This design comes from an exercise in tuning for small area on the open sky130 flow, not from production work.
Function was checked by simulation only, so behaviour that the tests miss may differ from the original.
No activity file was given, so power comes from the tool's default toggle rates.

--- flow/config.mk ---
export PLATFORM = sky130hd
export DESIGN_NAME = videogen
export DESIGN_NICKNAME = videogen
export VERILOG_FILES = /design/flow/design.v
export SDC_FILE = /design/flow/constraint.sdc
export NUM_CORES = 4
export LEC_CHECK = 0
export CAP_MARGIN = 20
export CORE_MARGIN = 2
export CORE_UTILIZATION = 40
export SLEW_MARGIN = 20
--- flow/constraint.sdc ---
create_clock -name core_clock -period 8.5 [get_ports {clk}]
set_input_delay 1.7000 -clock core_clock [delete_from_list [all_inputs] [get_ports {clk}]]
set_output_delay 1.7000 -clock core_clock [all_outputs]
set_load 0.01 [all_outputs]
--- flow/design.v ---
module format_vg (
    input  wire [7:0] FORMAT,
    output wire       F1,     
    output wire       F4,     
    output wire       F5,     
    output wire       F16,    
    output wire       F128    
);
    assign F1   =  FORMAT[0] & ~FORMAT[2];
    assign F4   = ~FORMAT[0] &  FORMAT[2];
    assign F5   =  FORMAT[0] &  FORMAT[2];
    assign F128 = ~FORMAT[0] & ~FORMAT[2] &  FORMAT[7];
    assign F16  = ~FORMAT[0] & ~FORMAT[2] & ~FORMAT[7];
endmodule
module sync_vg (
    input  wire        clk,
    input  wire        reset_n,
    input  wire        F1, F4, F5, F16, F128,
    output wire        hs1,       
    output wire        vs1,       
    output wire        de0,       
    output wire        x_odd,     
    output wire        y_first,   
    output wire        y_last,    
    output wire        y_odd      
);
    reg [11:0] h;
    reg [10:0] l;
    function automatic ge12(input [11:0] a, input [11:0] k);    
        integer i;
        begin
            ge12 = 1'b1;
            for (i = 0; i < 12; i = i + 1)
                ge12 = k[i] ? (a[i] & ge12) : (a[i] | ge12);
        end
    endfunction
    function automatic ge11(input [10:0] a, input [10:0] k);    
        integer i;
        begin
            ge11 = 1'b1;
            for (i = 0; i < 11; i = i + 1)
                ge11 = k[i] ? (a[i] & ge11) : (a[i] | ge11);
        end
    endfunction
    function automatic [11:0] inc12(input [11:0] a);
        integer i;
        reg c;
        begin
            c = 1'b1;
            for (i = 0; i < 12; i = i + 1) begin
                inc12[i] = a[i] ^ c;
                c = c & a[i];
            end
        end
    endfunction
    function automatic [10:0] inc11(input [10:0] a);
        integer i;
        reg c;
        begin
            c = 1'b1;
            for (i = 0; i < 11; i = i + 1) begin
                inc11[i] = a[i] ^ c;
                c = c & a[i];
            end
        end
    endfunction
    wire h_wrap = F1   ? ((h & 12'd799)  == 12'd799)  :
                  F4   ? ((h & 12'd1649) == 12'd1649) :
                  F128 ? ((h & 12'd1679) == 12'd1679) :
                         ((h & 12'd2199) == 12'd2199);
    wire l_wrap = F1   ? ((l & 11'd524)  == 11'd524)  :
                  F4   ? ((l & 11'd749)  == 11'd749)  :
                  F128 ? ((l & 11'd827)  == 11'd827)  :
                         ((l & 11'd1124) == 11'd1124);
    always @(posedge clk) begin
        if (~reset_n) begin
            h <= 12'd0;
            l <= 11'd0;
        end else if (h_wrap) begin
            h <= 12'd0;
            l <= l_wrap ? 11'd0 : inc11(l);
        end else begin
            h <= inc12(h);
        end
    end
    assign hs1 = (h != 12'd0) &&
                 (F1   ? (!ge12(h, 12'd97))  :
                  F4   ? (!ge12(h, 12'd41))  :
                  F128 ? (!ge12(h, 12'd137)) : (!ge12(h, 12'd45)));
    wire l0 = (l == 11'd0);
    wire h0 = (h == 12'd0);
    wire [2:0] vsl = F1 ? 3'd2 : F128 ? 3'd3 : 3'd5;
    wire vs_f0 = (!ge11(l, {8'd0, vsl}) && !(l0 && h0)) || ((l == {8'd0, vsl}) && h0);
    wire vs_f1 = ((l == 11'd562) && (ge12(h, 12'd1101))) ||
                 ((ge11(l, 11'd563)) && (!ge11(l, 11'd567))) ||
                 ((l == 11'd567) && (!ge12(h, 12'd1101)));
    assign vs1 = vs_f0 || (F5 && vs_f1);
    wire h_act = F1   ? ((ge12(h, 12'd144)) && (!ge12(h, 12'd784)))  :
                 F4   ? ((ge12(h, 12'd260)) && (!ge12(h, 12'd1540))) :
                 F128 ? ((ge12(h, 12'd336)) && (!ge12(h, 12'd1616))) :
                        ((ge12(h, 12'd192)) && (!ge12(h, 12'd2112)));
    wire v_act = F1   ? ((ge11(l, 11'd35)) && (!ge11(l, 11'd515)))  :
                 F4   ? ((ge11(l, 11'd25)) && (!ge11(l, 11'd745)))  :
                 F5   ? (((ge11(l, 11'd20)) && (!ge11(l, 11'd560))) ||
                         ((ge11(l, 11'd583)) && (!ge11(l, 11'd1123)))) :
                 F16  ? ((ge11(l, 11'd41)) && (!ge11(l, 11'd1121))) :
                        ((ge11(l, 11'd27)) && (!ge11(l, 11'd827)));
    assign de0 = h_act && v_act;
    assign x_odd = ~h[0];
    assign y_first = F1  ? (l == 11'd35) :
                     F4  ? (l == 11'd25) :
                     F5  ? (l == 11'd20) :
                     F16 ? (l == 11'd41) : (l == 11'd27);
    assign y_last  = F1  ? (l == 11'd514)  :
                     F4  ? (l == 11'd744)  :
                     F5  ? (l == 11'd1122) :
                     F16 ? (l == 11'd1120) : (l == 11'd826);
    assign y_odd = F5 ? (ge11(l, 11'd576)) : ~l[0];
endmodule
module pattern_vg (
    input  wire       clk,
    input  wire       reset_n,
    input  wire       F1, F4, F5, F16, F128,
    input  wire       hs1, vs1, de0,
    input  wire       x_odd,
    input  wire       y_first, y_last, y_odd,
    input  wire [7:0] pattern,
    input  wire [7:0] r_in, g_in, b_in,
    output reg        vs, hs, de,
    output reg  [7:0] r, g, b
);
    reg  [19:0] ramp;
    reg         de1;    
    wire x_first = de1 & ~de;
    wire x_last  = de1 & ~de0;
    wire [19:0] step = F1 ? 20'h00666 : (F4 | F128) ? 20'h00333 : 20'h00222;
    always @(posedge clk) begin
        if (~reset_n) begin
            vs  <= 1'b0;
            hs  <= 1'b0;
            de1 <= 1'b0;
            de  <= 1'b0;
        end else begin
            vs  <= vs1;
            hs  <= hs1;
            de1 <= de0;
            de  <= de1;
        end
    end
    function automatic [19:0] add20(input [19:0] a, input [19:0] b);
        integer i;
        reg c;
        begin
            c = 1'b0;
            for (i = 0; i < 20; i = i + 1) begin
                add20[i] = a[i] ^ b[i] ^ c;
                c = (a[i] & b[i]) | (c & (a[i] ^ b[i]));
            end
        end
    endfunction
    wire border = x_first | x_last | y_first | y_last;
    always @(posedge clk) begin
        if (~reset_n)
            ramp <= 20'd0;
        else if ((pattern[7:2] == 6'd1) && de1)
            ramp <= x_last ? 20'd0 : add20(x_first ? 20'd0 : ramp, step);
    end
    always @(posedge clk) begin
        if (reset_n && (pattern[7:3] == 5'd0)) begin
            case (pattern[2:0])
                3'd0: {r, g, b} <= {r_in, g_in, b_in};
                3'd1: {r, g, b} <= (de1 && border) ? 24'hFFFFFF : {r_in, g_in, b_in};
                3'd2: {r, g, b} <= {24{de1 & x_odd}};
                3'd3: {r, g, b} <= {24{de1 & y_odd}};
                3'd4: {r, g, b} <= {ramp[19:12], ramp[19:12], ramp[19:12]};
                3'd5: {r, g, b} <= {ramp[19:12], 16'd0};
                3'd6: {r, g, b} <= {8'd0, ramp[19:12], 8'd0};
                default: {r, g, b} <= {16'd0, ramp[19:12]};
            endcase
        end
    end
endmodule
module videogen (
    input  wire       clk,
    input  wire       reset_n,
    input  wire [7:0] format,
    input  wire [7:0] pattern,
    input  wire [7:0] r_in,
    input  wire [7:0] g_in,
    input  wire [7:0] b_in,
    output wire       vs,
    output wire       hs,
    output wire       de,
    output wire [7:0] r,
    output wire [7:0] g,
    output wire [7:0] b
);
    wire f1, f4, f5, f16, f128;
    format_vg u_format (
        .FORMAT(format),
        .F1(f1), .F4(f4), .F5(f5), .F16(f16), .F128(f128)
    );
    wire hs1, vs1, de0, x_odd, y_first, y_last, y_odd;
    sync_vg u_sync (
        .clk(clk), .reset_n(reset_n),
        .F1(f1), .F4(f4), .F5(f5), .F16(f16), .F128(f128),
        .hs1(hs1), .vs1(vs1), .de0(de0),
        .x_odd(x_odd),
        .y_first(y_first), .y_last(y_last), .y_odd(y_odd)
    );
    pattern_vg u_pattern (
        .clk(clk), .reset_n(reset_n),
        .F1(f1), .F4(f4), .F5(f5), .F16(f16), .F128(f128),
        .hs1(hs1), .vs1(vs1), .de0(de0),
        .x_odd(x_odd),
        .y_first(y_first), .y_last(y_last), .y_odd(y_odd),
        .pattern(pattern), .r_in(r_in), .g_in(g_in), .b_in(b_in),
        .vs(vs), .hs(hs), .de(de), .r(r), .g(g), .b(b)
    );
endmodule
--- flow/run.sh ---
#!/bin/bash
# synth_recipe.tcl (not shown) runs the flow's synth.tcl, then flattens the netlist and writes it again
# the make line also repeats each setting of config.mk as NAME=value (left out here)
make -C /OpenROAD-flow-scripts/flow DESIGN_CONFIG=/design/flow/config.mk WORK_HOME=/design/flow/orfs CLKGATE_MAP_FILE= SYNTH_SCRIPT=/design/flow/synth_recipe.tcl finish
==> flow_summary_export.csv, run 1 <==
group,metric,value,unit
status,outcome,"no timing/DRC/antenna violations",
setup_path,criticalPathCategory,"input pin to flip-flop",
logic_synthesis,synth_area_per_cell,9.52,µm²
finish,instances_no_fill,686,
clocking,cts_max_path_buffers,2,
clocking,clock_sinks,71,
finish,fillCellCount,1114,
clocking,htreeDepth,3,
route,drtIter0Drc,213,
route,post-route-drc-count,0,
logic_synthesis,ys_seq_elements,71,
route,wl,12.3,mm
clocking,path_clk_slew,0.05,ns
pwr,p_per_area,141,mW/mm²
setup_path,critPathArrivalTime,7.35,ns
sta,clock_skew,0.00869,ns
sta,max_freq,0.141,GHz
pwr,p_leak,0.00232,µW
setup_path,critPathMaxStageDelay,0.66,ns
placement,dpl.hpwl,8.75,mm
floorplan,num_rows,39,
clocking,cts_tree,"done",
placement,dp_cells,670,
placement,io_buffers,63,
global_route,antenna_found_initial,0,
global_route,grt_pass1_wl,20.1,mm
sta,setup_violations,0,
setup_path,end_kind,"flip-flop",
pwr,ir_worst_vdd,0.000122,V
logic_synthesis,syn-cell-area,0.00479,mm²
global_route,track_usage,19.8,%
sta,maxSlewViolCount,0,
global_route,grt_pass1_vias,3794,
setup_path,cpMaxStageDelayCell,"clkdlybuf4s50_1",
logic_synthesis,synth.net_count,589,
sta,slew_headroom,35.1,%
flow_run,drv_cap,0,
finish,diodes,0,
sta,period_needed,7.11,ns
logic_synthesis,syn_inst,503,
sta,period_share,83.6,%
floorplan,die_width,113,µm
floorplan,die_area,0.0129,mm²
logic_synthesis,synth_flop_cell,"dfxtp_1",
floorplan,die_h,113,µm
route,num_vias,4039,
route,routedWlPerCell,18.0,µm
finish,final_util,49.3,%
clocking,cts_resized,0,
setup_path,crit_path_frequent_cell,"ha_1",
setup_path,worst-path-max-fanout,15,
route,ant_nets,0,
logic_synthesis,yosysWarnings,2,
finish,regArea,0.00166,mm²
finish,synthToLayoutAreaGrowth,19.0,%
sta,grt_setup_unrepaired,"no",
clocking,numCtsBuffers,9,
finish,drive_gt1_share,7.00,%
floorplan,initial_core_util,41.4,%
clocking,insertion_delay,0.35,ns
floorplan,io_pins,69,
route,dr.pass1.iters,4,
clocking,root_buffer,"clkbuf_16",
logic_synthesis,yosysSeqAreaShare,34.7,%
setup_path,critPathRequiredTime,8.74,ns
route,vias_per_cell,5.89,
floorplan,fp.coreArea,0.0116,mm²
logic_synthesis,async_flop_share,0,%
logic_synthesis,synth_edf_count,24,
sta,finalHoldViolations,0,
logic_synthesis,synth_cell_types,77,
sta,tightest_slew,0.970,ns
finish,finalNetCount,624,
min_path,hold_class,"flip-flop to flip-flop",
clocking,hold_buffers,0,
placement,place.gp.congestion,0.954,
sta,final.setup.tns,0,ns
clocking,postCtsSetupRepairBufs,0,
global_route,grt_overflow,0,
finish,multiInputGateArea,0.00284,mm²
global_route,grt_max_degree,25,
setup_path,crit_path_start_kind,"input pin",
==> worst paths after layout <==
path / start / end / slack, ns / cells after the start
max: format[0] / u_pattern.ramp[19] / 1.39 / 32
min: u_pattern.ramp[1] / u_pattern.ramp[1] / 0.45 / 2
max reg2reg: u_pattern.de / u_pattern.ramp[19] / 2.55 / 31
min reg2reg: u_pattern.ramp[1] / u_pattern.ramp[1] / 0.45 / 2
==> sequential cells by signal, indices dropped and copies added, names as in the netlist <==
register        cells
u_pattern.vs        1
u_sync.h           12
u_pattern.r         8
u_pattern.de        1
u_sync.l           11
u_pattern.g         8
u_pattern.hs        1
u_pattern.ramp     20
u_pattern.b         8
u_pattern.de1       1
==> cells in the final DEF, fill, tap and decap left out, types with 12 or more instances in the layout <==
| cell type | instances |
|---|---|
| clkdlybuf4s50_1 | 63 |
| a22o_1 | 22 |
| a21oi_1 | 13 |
| inv_1 | 19 |
| o21ai_0 | 18 |
| edfxtp_1 | 24 |
| mux2i_1 | 12 |
| dfxtp_1 | 47 |
| and3_1 | 17 |
| nand2b_1 | 15 |
| nand3_1 | 18 |
| and2_1 | 17 |
| nand2_1 | 29 |
| nor2_1 | 17 |
| ha_1 | 39 |
==> synthesized netlist by cell type, drive strengths merged (3+ instances only) <==
| cell type | number | area [µm²] |
|---|---|---|
| and2 | 18 | 113 |
| buf | 19 | 125 |
| o22ai | 3 | 18.8 |
| o32ai | 3 | 33.8 |
| clkbuf | 25 | 95.1 |
| inv | 19 | 71.3 |
| ha | 39 | 488 |
| nor3 | 8 | 51.3 |
| or3 | 4 | 35.0 |
| nand3b | 3 | 22.5 |
| edfxtp | 24 | 721 |
| a211oi | 3 | 22.5 |
| o211ai | 10 | 80.1 |
| and3 | 17 | 106 |
| o21ai | 20 | 104 |
| a21o | 11 | 82.6 |
| dfxtp | 47 | 941 |
| a41oi | 9 | 78.8 |
| a22o | 22 | 193 |
| o41ai | 3 | 45.1 |
| mux2i | 12 | 120 |
| o21a | 5 | 45.0 |
| o311ai | 3 | 26.3 |
| a21oi | 14 | 73.8 |
| nand2 | 29 | 109 |
| or4 | 3 | 26.3 |
| nor4b | 4 | 41.3 |
| nor2 | 17 | 63.8 |
| o31ai | 3 | 36.3 |
| a22oi | 8 | 60.1 |
| nand3 | 20 | 110 |
| fa | 5 | 100 |
| nor4 | 6 | 43.8 |
| nand4 | 5 | 31.3 |
| nand2b | 15 | 93.8 |
| nor2b | 9 | 56.3 |
| or3b | 3 | 26.3 |
| a31oi | 5 | 31.3 |
==> logic make-up after synthesis <==
family | Yosys count | synth area share, %
simple gates | 170 | 21.0
xor+xnor | 3 | 0.549
compound gates | 140 | 22.9
buf+inv | 63 | 6.09
fa+ha+maj | 44 | 12.3
mux | 12 | 2.51
flops | 71 | 34.7
==> stage by stage <==
step	cell area (µm²)	hold slack, ns	total power [µW]	setup WS (ns)
after global placement	5420	0.437	438	1.13
after detailed placement	5420	0.443	439	1.04
final	5700	0.451	802	1.39
after global routing	5700	0.485	830	0.970
after CTS	5700	0.456	810	1.41
after floorplan	4790	0.425	405	1.87
==> power by group <==
part / switching [µW] / internal (µW)
Sequential: 2.64 / 354
Clock: 144 / 225
Combinational: 37.9 / 38.0
Total: 185 / 617
==> worst max-delay path, delay by kind of cell <==
family	cells	cell delay (ns)
fa+ha+maj	19	3.79
xor+xnor	1	0.08
buf+inv	8	1.05
compound gates	4	0.71
==> layout make-up <==
| type | instances | share of cell area [%] |
|---|---|---|
| Multi-Input combinational cell | 369 | 49.8 |
| Sequential cell | 71 | 29.1 |
| Clock buffer | 11 | 4.08 |
| Clock inverter | 5 | 0.878 |
| Inverter | 19 | 1.25 |
| Tap cell | 143 | 3.14 |
| Timing Repair Buffer | 68 | 11.7 |
==> routing by layer <==
metal	global-route usage (%)	up-vias	wire length, µm	share of wire [%]
met5	0	-	0	0
met4	7.48	0	231	1.9
met3	4.57	20	511	4.1
met2	30.5	79	5740	47
met1	27.0	1975	5840	47
li1	-	1965	-	-
==> inputs of run 2 (changes only) <==
--- a/flow/design.v
+++ b/flow/design.v
@@ -99,23 +99,29 @@
                  F4   ? ((ge12(h, 12'd260)) && (!ge12(h, 12'd1540))) :
                  F128 ? ((ge12(h, 12'd336)) && (!ge12(h, 12'd1616))) :
                         ((ge12(h, 12'd192)) && (!ge12(h, 12'd2112)));
-    wire v_act = F1   ? ((ge11(l, 11'd35)) && (!ge11(l, 11'd515)))  :
-                 F4   ? ((ge11(l, 11'd25)) && (!ge11(l, 11'd745)))  :
-                 F5   ? (((ge11(l, 11'd20)) && (!ge11(l, 11'd560))) ||
-                         ((ge11(l, 11'd583)) && (!ge11(l, 11'd1123)))) :
-                 F16  ? ((ge11(l, 11'd41)) && (!ge11(l, 11'd1121))) :
-                        ((ge11(l, 11'd27)) && (!ge11(l, 11'd827)));
+    wire va_next = F1   ? (ge11(l, 11'd34) && !ge11(l, 11'd514))  :
+                   F4   ? (ge11(l, 11'd24) && !ge11(l, 11'd744))  :
+                   F5   ? ((ge11(l, 11'd19)  && !ge11(l, 11'd559)) ||
+                           (ge11(l, 11'd582) && !ge11(l, 11'd1122))) :
+                   F16  ? (ge11(l, 11'd40) && !ge11(l, 11'd1120)) :
+                          (ge11(l, 11'd26) && !ge11(l, 11'd826));
+    reg va, vp;
+    always @(posedge clk) begin
+        if (~reset_n) begin
+            va <= 1'b0;
+            vp <= 1'b0;
+        end else if (h_wrap) begin
+            va <= va_next;
+            vp <= va;
+        end
+    end
+    wire v_act = va;
+    wire fld1 = F5 & ge11(l, 11'd576);
     assign de0 = h_act && v_act;
     assign x_odd = ~h[0];
-    assign y_first = F1  ? (l == 11'd35) :
-                     F4  ? (l == 11'd25) :
-                     F5  ? (l == 11'd20) :
-                     F16 ? (l == 11'd41) : (l == 11'd27);
-    assign y_last  = F1  ? (l == 11'd514)  :
-                     F4  ? (l == 11'd744)  :
-                     F5  ? (l == 11'd1122) :
-                     F16 ? (l == 11'd1120) : (l == 11'd826);
-    assign y_odd = F5 ? (ge11(l, 11'd576)) : ~l[0];
+    assign y_first = va & ~vp & ~fld1;
+    assign y_last  = va & ~va_next & (fld1 | ~F5);
+    assign y_odd = F5 ? fld1 : ~l[0];
 endmodule
 module pattern_vg (
     input  wire       clk,
==> flow/flow/run.sh (new file) <==
#!/bin/bash
# Own layout flow: the standard flow (standard.sh) with
#  - an area-oriented ABC script in synthesis (flow/synth.tcl, flow/area.abc),
#  - the smallest buffer for the port buffers that the standard flow inserts.
# make's full output goes to standard.log; each ORFS step logs under orfs/logs.
set -euo pipefail
here=$(pwd)
export AREA_ABC_SCRIPT="$here/flow/area.abc"
bash standard.sh \
  SYNTH_SCRIPT="$here/flow/synth.tcl" \
  "BUFFER_PORTS_ARGS=-buffer_cell sky130_fd_sc_hd__buf_1" \
  finish > "$here/standard.log" 2>&1
==> flow/flow/area.abc (new file) <==
&get -n
&st
&syn3
&dch
&nf -R 1000 -p
&st
&syn3
&dch
&nf -R 1000 -p
&put
topo
stime -c
==> flow/flow/synth.tcl (new file) <==
# The standard synthesis (synth_recipe.tcl, in the work folder), with one
# change: the final technology mapping uses an area-oriented ABC script
# (flow/area.abc) instead of ORFS's delay-oriented one. Flip-flops are mapped
# before ABC runs, so registers, their names and cell types are unchanged.
proc abc {args} {
  set i [lsearch -exact $args -script]
  if {$i >= 0} {
    lset args [expr {$i + 1}] $::env(AREA_ABC_SCRIPT)
  }
  yosys abc {*}$args
}
source [file join [file dirname [file normalize [info script]]] .. synth_recipe.tcl]
==> flow/standard.sh (new file) <==
#!/bin/bash
# synth_recipe.tcl (not shown) runs the flow's synth.tcl, then flattens the netlist and writes it again
# the make line also repeats each setting of config.mk as NAME=value (left out here)
make -C /OpenROAD-flow-scripts/flow DESIGN_CONFIG=/design/flow/config.mk WORK_HOME=/design/flow/orfs CLKGATE_MAP_FILE= SYNTH_SCRIPT=/design/flow/synth_recipe.tcl "${@:-finish}"
--- a/flow/config.mk
+++ b/flow/config.mk
@@ -7,5 +7,6 @@
 export LEC_CHECK = 0
 export CAP_MARGIN = 20
 export CORE_MARGIN = 2
-export CORE_UTILIZATION = 40
+export CORE_UTILIZATION = 60
+export CTS_BUF_LIST = sky130_fd_sc_hd__clkbuf_4 sky130_fd_sc_hd__clkbuf_8
 export SLEW_MARGIN = 20
removed: flow/run.sh
==> flow_summary_export.csv, run 2 <==
group,metric,value,unit
sta,period_needed,7.01,ns
status,outcome,"no timing/DRC/antenna violations",
setup_path,criticalPathCategory,"input pin to flip-flop",
pwr,p_leak,0.00194,µW
route,drtIter0Drc,224,
sta,clock_skew,0.00921,ns
logic_synthesis,post-synth-top-count-cell,"nand2_1",
sta,slew_headroom,37.0,%
global_route,grt_pass1_vias,3283,
setup_path,cpMaxStageDelayCell,"fa_1",
route,route.top_layer_used,"met4",
placement,placed_area,0.00458,mm²
min_path,hold_class,"flip-flop to flip-flop",
logic_synthesis,yosysWarnings,2,
sta,max_freq,0.143,GHz
finish,design_area,0.00483,mm²
logic_synthesis,synth_flop_cell,"dfxtp_1",
setup_path,critPathMaxStageDelay,0.51,ns
sta,final.setup.tns,0,ns
finish,largest_reg_flops,20,
route,met2_length,4.26,mm
logic_synthesis,synth.largest_area_cell,"dfxtp_1",
route,wl_met1,4.36,mm
finish,top_regs,"u_pattern.ramp: 20 flops, u_sync.h: 12 flops, u_sync.l: 11 flops",
flow_run,drv_cap,0,
clocking,hold_buffers,0,
global_route,grt_max_degree,41,
setup_path,crit_path_start_kind,"input pin",
logic_synthesis,synth_edf_count,24,
global_route,track_usage,25.0,%
clocking,insertion_delay,0.34,ns
finish,synthToLayoutAreaGrowth,15.0,%
placement,dpl.hpwl,6.74,mm
route,ant_nets,0,
pwr,p_per_area,155,mW/mm²
clocking,root_buffer,"clkbuf_8",
logic_synthesis,syn-cell-area,0.00420,mm²
logic_synthesis,async_flop_share,0,%
clocking,clock_sinks,73,
sta,tightest_slew,0.941,ns
route,dr_wl_met3,609,µm
logic_synthesis,synth_top_area_share,23.4,%
sta,maxSlewViolCount,0,
finish,diodes,0,
clocking,postCtsSetupRepairBufs,0,
setup_path,end_kind,"flip-flop",
logic_synthesis,syn_inst,458,
logic_synthesis,synth_area_leaders,"dfxtp_1, edfxtp_1, ha_1",
floorplan,num_rows,30,
sta,period_share,82.5,%
finish,top_register,"u_pattern.ramp",
sta,finalHoldViolations,0,
logic_synthesis,ys_seq_elements,73,
floorplan,fp.coreArea,0.00679,mm²
finish,final_cell_mix,"buf_1, nand2_1, dfxtp_1",
setup_path,crit_start,"format[0]",
logic_synthesis,synth_area_per_cell,9.17,µm²
sta,grt_setup_unrepaired,"no",
logic_synthesis,synth_cell_types,45,
route,wl,9.32,mm
clocking,cts_max_path_buffers,2,
floorplan,initial_core_util,61.8,%
clocking,cts_tree,"done",
min_path,hold_start,"u_sync.vp",
setup_path,path_buf_inv,7,
sta,setup_violations,0,
finish,drive_gt1_share,3.70,%
floorplan,die_width,87.7,µm
floorplan,io_pins,69,
setup_path,cp_top_family,"adder cells",
pwr,ir_worst_vdd,0.000116,V
finish,finalNetCount,622,
global_route,grt_pass1_wl,15.3,mm
route,num_vias,3698,
finish,final_common_cell,"buf_1",
logic_synthesis,synth.net_count,545,
global_route,antenna_found_initial,0,
route,routedWlPerCell,14.7,µm
setup_path,crit-reg2reg-launch,"u_pattern.de",
setup_path,critPathRequiredTime,8.73,ns
global_route,grt_overflow,0,
route,dr.pass1.iters,5,
route,vias_per_cell,5.81,
setup_path,crit_path_frequent_cell,"ha_1",
clocking,cts_resized,0,
clocking,numCtsBuffers,9,
clocking,path_clk_slew,0.08,ns
placement,place.gp.congestion,0.930,
clocking,htreeDepth,3,
floorplan,die_area,0.00769,mm²
route,post-route-drc-count,0,
placement,io_buffers,63,
finish,fillCellCount,547,
logic_synthesis,yosysSeqAreaShare,40.5,%
logic_synthesis,synthTopCellsByCount,"nand2_1, dfxtp_1, ha_1",
floorplan,die_h,87.7,µm
setup_path,critPathArrivalTime,7.24,ns
setup_path,worst-path-max-fanout,11,
[run 2: where the power goes]
part | total (µW) | internal (µW) | switching, µW
clock | 335 | 200 | 135
combinational | 47.8 | 18.7 | 29.1
sequential | 365 | 363 | 1.78
total | 747 | 581 | 166
[run 2: final cells by class]
cell class | instances | area (µm²) | share of cell area [%]
Tap cell | 96 | 120 | 2.49
Multi-Input combinational cell | 366 | 2430 | 50.3
Clock buffer | 10 | 131 | 2.72
Clock inverter | 6 | 115 | 2.38
Sequential cell | 73 | 1700 | 35.2
Inverter | 19 | 71.3 | 1.48
Timing Repair Buffer | 66 | 259 | 5.36
[run 2: tightest hold or removal path: stages (launching register included)]
cell and delay (ns):
dfxtp_1 0.34, nand2_1 0.05, o21ai_0 0.06
[run 2: worst paths after layout]
path                                            to  slack [ns]  cells after the start
worst min register to register           u_sync.vp        0.47                      2
worst max register to register  u_pattern.ramp[19]        2.69                     30
worst min-delay path                     u_sync.vp        0.47                      2
worst max-delay path            u_pattern.ramp[19]        1.49                     28
[run 2: routing by layer]
layer	track usage, %	vias up
met2	38.4	141
met4	8.39	0
met1	35.1	1695
li1	-	1853
met5	0	-
met3	5.75	9
[run 2: cells by family (layout without fill, tap and decap cells)]
group,after synthesis,count (layout),synth area share [%]
mux,10,10,2.38
buf+inv,19,101,1.70
fa+ha+maj,45,45,14.3
flops,73,73,40.5
xor+xnor,3,3,0.626
simple gates,200,200,24.1
compound gates,108,108,16.4
[run 2: metrics by stage]
step	cells	setup slack [ns]	util (%)	power [µW]	hold WS, ns
after detailed placement	620	1.15	67.4	420	0.454
final	636	1.49	71.1	747	0.472
after CTS	636	1.47	71.0	753	0.472
after floorplan	458	2.01	-	399	0.428
after global placement	620	1.30	67.4	418	0.442
after global routing	636	1.07	71.1	773	0.507
==> inputs of run 3 (changes only) <==
==> flow/flow/run.sh (replaced) <==
#!/bin/bash
# Own layout flow: the standard flow (standard.sh) with
#  - an area-oriented ABC script in synthesis (flow/synth.tcl, flow/area.abc),
#  - the smallest buffer for the port buffers that the standard flow inserts,
#  - clock tree synthesis without dummy loads, from small clock buffers.
# make's full output goes to standard.log; each ORFS step logs under orfs/logs.
set -euo pipefail
here=$(pwd)
export AREA_ABC_SCRIPT="$here/flow/area.abc"
CTS="-sink_clustering_enable -repair_clock_nets -dont_use_dummy_load"
BUFS="-buf_list {sky130_fd_sc_hd__clkbuf_4 sky130_fd_sc_hd__clkbuf_8}"
CTS="$CTS ${EXP_CTS:-$BUFS}"
bash standard.sh \
  SYNTH_SCRIPT="$here/flow/synth.tcl" \
  "BUFFER_PORTS_ARGS=-buffer_cell sky130_fd_sc_hd__buf_1" \
  "CTS_ARGS=$CTS" \
  finish > "$here/standard.log" 2>&1
==> flow/flow/area.abc (replaced) <==
&get -n
&st
&syn4
&syn4
&dch
&nf -R 1000 -p
&st
&syn4
&syn4
&dch
&nf -R 1000 -p
&put
topo
stime -c
--- a/flow/config.mk
+++ b/flow/config.mk
@@ -7,6 +7,6 @@
 export LEC_CHECK = 0
 export CAP_MARGIN = 20
 export CORE_MARGIN = 2
-export CORE_UTILIZATION = 60
-export CTS_BUF_LIST = sky130_fd_sc_hd__clkbuf_4 sky130_fd_sc_hd__clkbuf_8
+export CORE_UTILIZATION = 50
+export GPL_TIMING_DRIVEN = 0
 export SLEW_MARGIN = 20
==> flow_summary_export.csv, run 3 <==
group,metric,value,unit
status,outcome,"no timing/DRC/antenna violations",
setup_path,critPathRequiredTime,8.79,ns
floorplan,die_area,0.00871,mm²
finish,fillCellCount,689,
finish,drive_gt1_share,3.19,%
global_route,grt_pass1_vias,3090,
sta,period_share,80.4,%
logic_synthesis,synthSimpleGateAreaFrac,18.8,%
route,drtIter0Drc,107,
floorplan,initial_core_util,51.6,%
clocking,numCtsBuffers,9,
logic_synthesis,async_flop_share,0,%
route,dr_wl_met3,600,µm
clocking,htreeDepth,3,
logic_synthesis,synth_edf_count,24,
route,routedWlPerCell,15.7,µm
placement,place.gp.congestion,0.852,
flow_run,drv_cap,0,
setup_path,crit_path_frequent_cell,"ha_1",
clocking,path_clk_slew,0.08,ns
logic_synthesis,synthTopCellsByCount,"dfxtp_1, ha_1, nand2_1",
route,met2_length,4.19,mm
min_path,hold_class,"flip-flop to flip-flop",
clocking,clock_sinks,73,
floorplan,die_width,93.3,µm
logic_synthesis,synth_top_area_share,24.6,%
clocking,insertion_delay,0.35,ns
logic_synthesis,synthMuxAreaShare,0.282,%
sta,maxSlewViolCount,0,
finish,largest_reg_flops,20,
route,wl_met1,4.10,mm
floorplan,num_rows,32,
sta,max_freq,0.146,GHz
logic_synthesis,synth_area_per_cell,10.1,µm²
route,dr.pass1.iters,4,
global_route,grt_pass1_wl,15.0,mm
global_route,antenna_found_initial,0,
route,vias_per_cell,5.92,
finish,regArea,0.00170,mm²
sta,grt_setup_unrepaired,"no",
sta,finalHoldViolations,0,
logic_synthesis,post-synth-top-count-cell,"dfxtp_1",
route,post-route-drc-count,0,
route,ant_nets,0,
route,num_vias,3384,
clocking,root_buffer,"clkbuf_8",
placement,dpl.hpwl,6.45,mm
setup_path,criticalPathCategory,"input pin to flip-flop",
setup_path,critPathArrivalTime,7.12,ns
pwr,p_per_area,137,mW/mm²
sta,clock_skew,0.0224,ns
sta,tightest_slew,1.12,ns
clocking,cts_max_path_buffers,2,
finish,final_cell_mix,"buf_1, dfxtp_1, ha_1",
setup_path,crit_path_start_kind,"input pin",
finish,multiInputGateArea,0.00222,mm²
global_route,grt_max_degree,24,
logic_synthesis,synth_area_leaders,"dfxtp_1, edfxtp_1, ha_1",
setup_path,cpMaxStageDelayCell,"fa_1",
logic_synthesis,syn_inst,395,
logic_synthesis,synth.largest_area_cell,"dfxtp_1",
sta,period_needed,6.84,ns
logic_synthesis,synth_top_family_by_area,"compound AO/OA/AOI/OAI gates",
pwr,ir_worst_vdd,0.0000636,V
finish,diodes,0,
route,route.top_layer_used,"met4",
setup_path,cp_top_family,"adder cells",
global_route,track_usage,21.7,%
placement,io_buffers,63,
clocking,cts_tree,"done",
logic_synthesis,synth-adder-area-share,15.1,%
setup_path,path_buf_inv,7,
clocking,cts_resized,0,
logic_synthesis,yosysSeqAreaShare,42.7,%
sta,setup_violations,0,
finish,final_common_cell,"buf_1",
clocking,hold_buffers,0,
logic_synthesis,yosys.area_share.xor_xnor,0.220,%
floorplan,fp.coreArea,0.00773,mm²
global_route,grt_overflow,0,
logic_synthesis,synth.net_count,482,
pwr,p_leak,0.00179,µW
logic_synthesis,yosysWarnings,2,
sta,final.setup.tns,0,ns
setup_path,worst-path-max-fanout,10,
logic_synthesis,ys_seq_elements,73,
floorplan,die_h,93.3,µm
finish,top_register,"u_pattern.ramp",
finish,synthToLayoutAreaGrowth,13.6,%
finish,finalNetCount,559,
logic_synthesis,synth_cell_types,41,
logic_synthesis,syn-cell-area,0.00399,mm²
pwr,total_power,618,µW
clocking,postCtsSetupRepairBufs,0,
setup_path,end_kind,"flip-flop",
logic_synthesis,synth-compound-area-share,21.0,%
floorplan,io_pins,69,
sta,slew_headroom,25.2,%
finish,top_regs,"u_pattern.ramp: 20 flops, u_sync.h: 12 flops, u_sync.l: 11 flops",
logic_synthesis,synth_flop_cell,"dfxtp_1",
setup_path,critPathMaxStageDelay,0.54,ns
route,wl,8.98,mm
[run 3: cell count changes in the layout (fill, tap and decap cells not counted), sizes merged, moves of 8 or more]
cell   change
a221o     +24
a22o      +16
a22oi     -20
and2       -8
mux2i     -10
nand2     -29
nand3      -8
nor2b      -9
o21ai     -17
[run 3: routing by layer]
layer  vias up  global-route usage, %
met5         -                      0
met1      1568                   28.8
met2       127                   35.1
li1       1680                      -
met3         9                   5.16
met4         0                   6.99
[run 3: power by group]
part	switching (µW)	internal, µW	total (µW)
logic	26.7	17.3	44.0
registers	1.79	362	364
clock network	116	94.5	210
total	144	474	618
[run 3: path summary, 6_finish.rpt]
kind	from	end	slack, ns	cells past startpoint
max	format[0]	u_pattern.ramp[19]	1.66	28
min reg2reg	u_pattern.ramp[5]	u_pattern.ramp[5]	0.46	2
max reg2reg	u_pattern.de	u_pattern.ramp[19]	2.71	30
min	u_pattern.ramp[5]	u_pattern.ramp[5]	0.46	2
[run 3: area by class of cell]
type / instances / share of cell area, %
repair buffers: 66 / 6.22
multi-input cells: 301 / 48.9
clock buffers: 9 / 2.73
well taps: 102 / 2.82
inverters: 21 / 1.74
flip-flops and latches: 73 / 37.6
[run 3: worst register-to-register path, delay by kind of cell (launching register included)]
family | cells | cell delay (ns)
compound gates | 3 | 0.38
flops | 1 | 0.32
buf+inv | 6 | 0.37
simple gates | 2 | 0.82
fa+ha+maj | 19 | 3.85
[run 3: cell families after synthesis]
logic type                 Yosys count
xor gates and xnor gates             1
muxes                                1
adders and majority gates           45
and+or+nand+nor                    144
AOI/OAI and AO/OA                  110
buffers and inverters               21
DFF                                 73
[run 3: metrics by stage]
step           worst slack [ns]  instance area (µm²)  utilization (%)  cells  hold slack (ns)
6_report                   1.66                 4530             58.6    572            0.457
5_1_grt                    1.31                 4530             58.6    572            0.499
4_1_cts                    1.61                 4530             58.6    572            0.461
3_5_place_dp               1.26                 4410             57.0    563            0.442
3_3_place_gp               1.29                 4350             56.3    560            0.434
2_1_floorplan              2.07                 3990                -    395            0.425

[afterwards: timing with drivers on the ports]
Ports are ideal in the flow. The routed layouts listed here were re-timed in OpenROAD. Step 1, drivers: a clkbuf_16 drives clk and a buf_2 each remaining input, both assumed. Step 2 also shifts input and output timing later by t, the mid clock arrival at the registers, as if the neighbouring blocks saw the same clock. Three values: ideal, step 1, step 2; two values: the first two.
| run | t (ns) | setup WS [ns] | worst setup path after step 2 | clock arrival spread, ns | worst data-port slew with drivers (ns) |
|---|---|---|---|---|---|
| run 1 | 0.385 | 1.391 / 1.397 / 1.013 | input to register | 0.009 / 0.009 | 0.05 |
| run 2 | 0.372 | 1.491 / 1.487 / 1.115 | input to register | 0.009 / 0.010 | 0.05 |
| run 3 | 0.368 | 1.663 / 1.672 / 1.303 | input to register | 0.023 / 0.023 | 0.05 |
After both steps setup and hold are still met in every run listed. The setup slack of run 1, which loses most, moves by +0.006 ns with the drivers and by -0.378 ns with both steps.
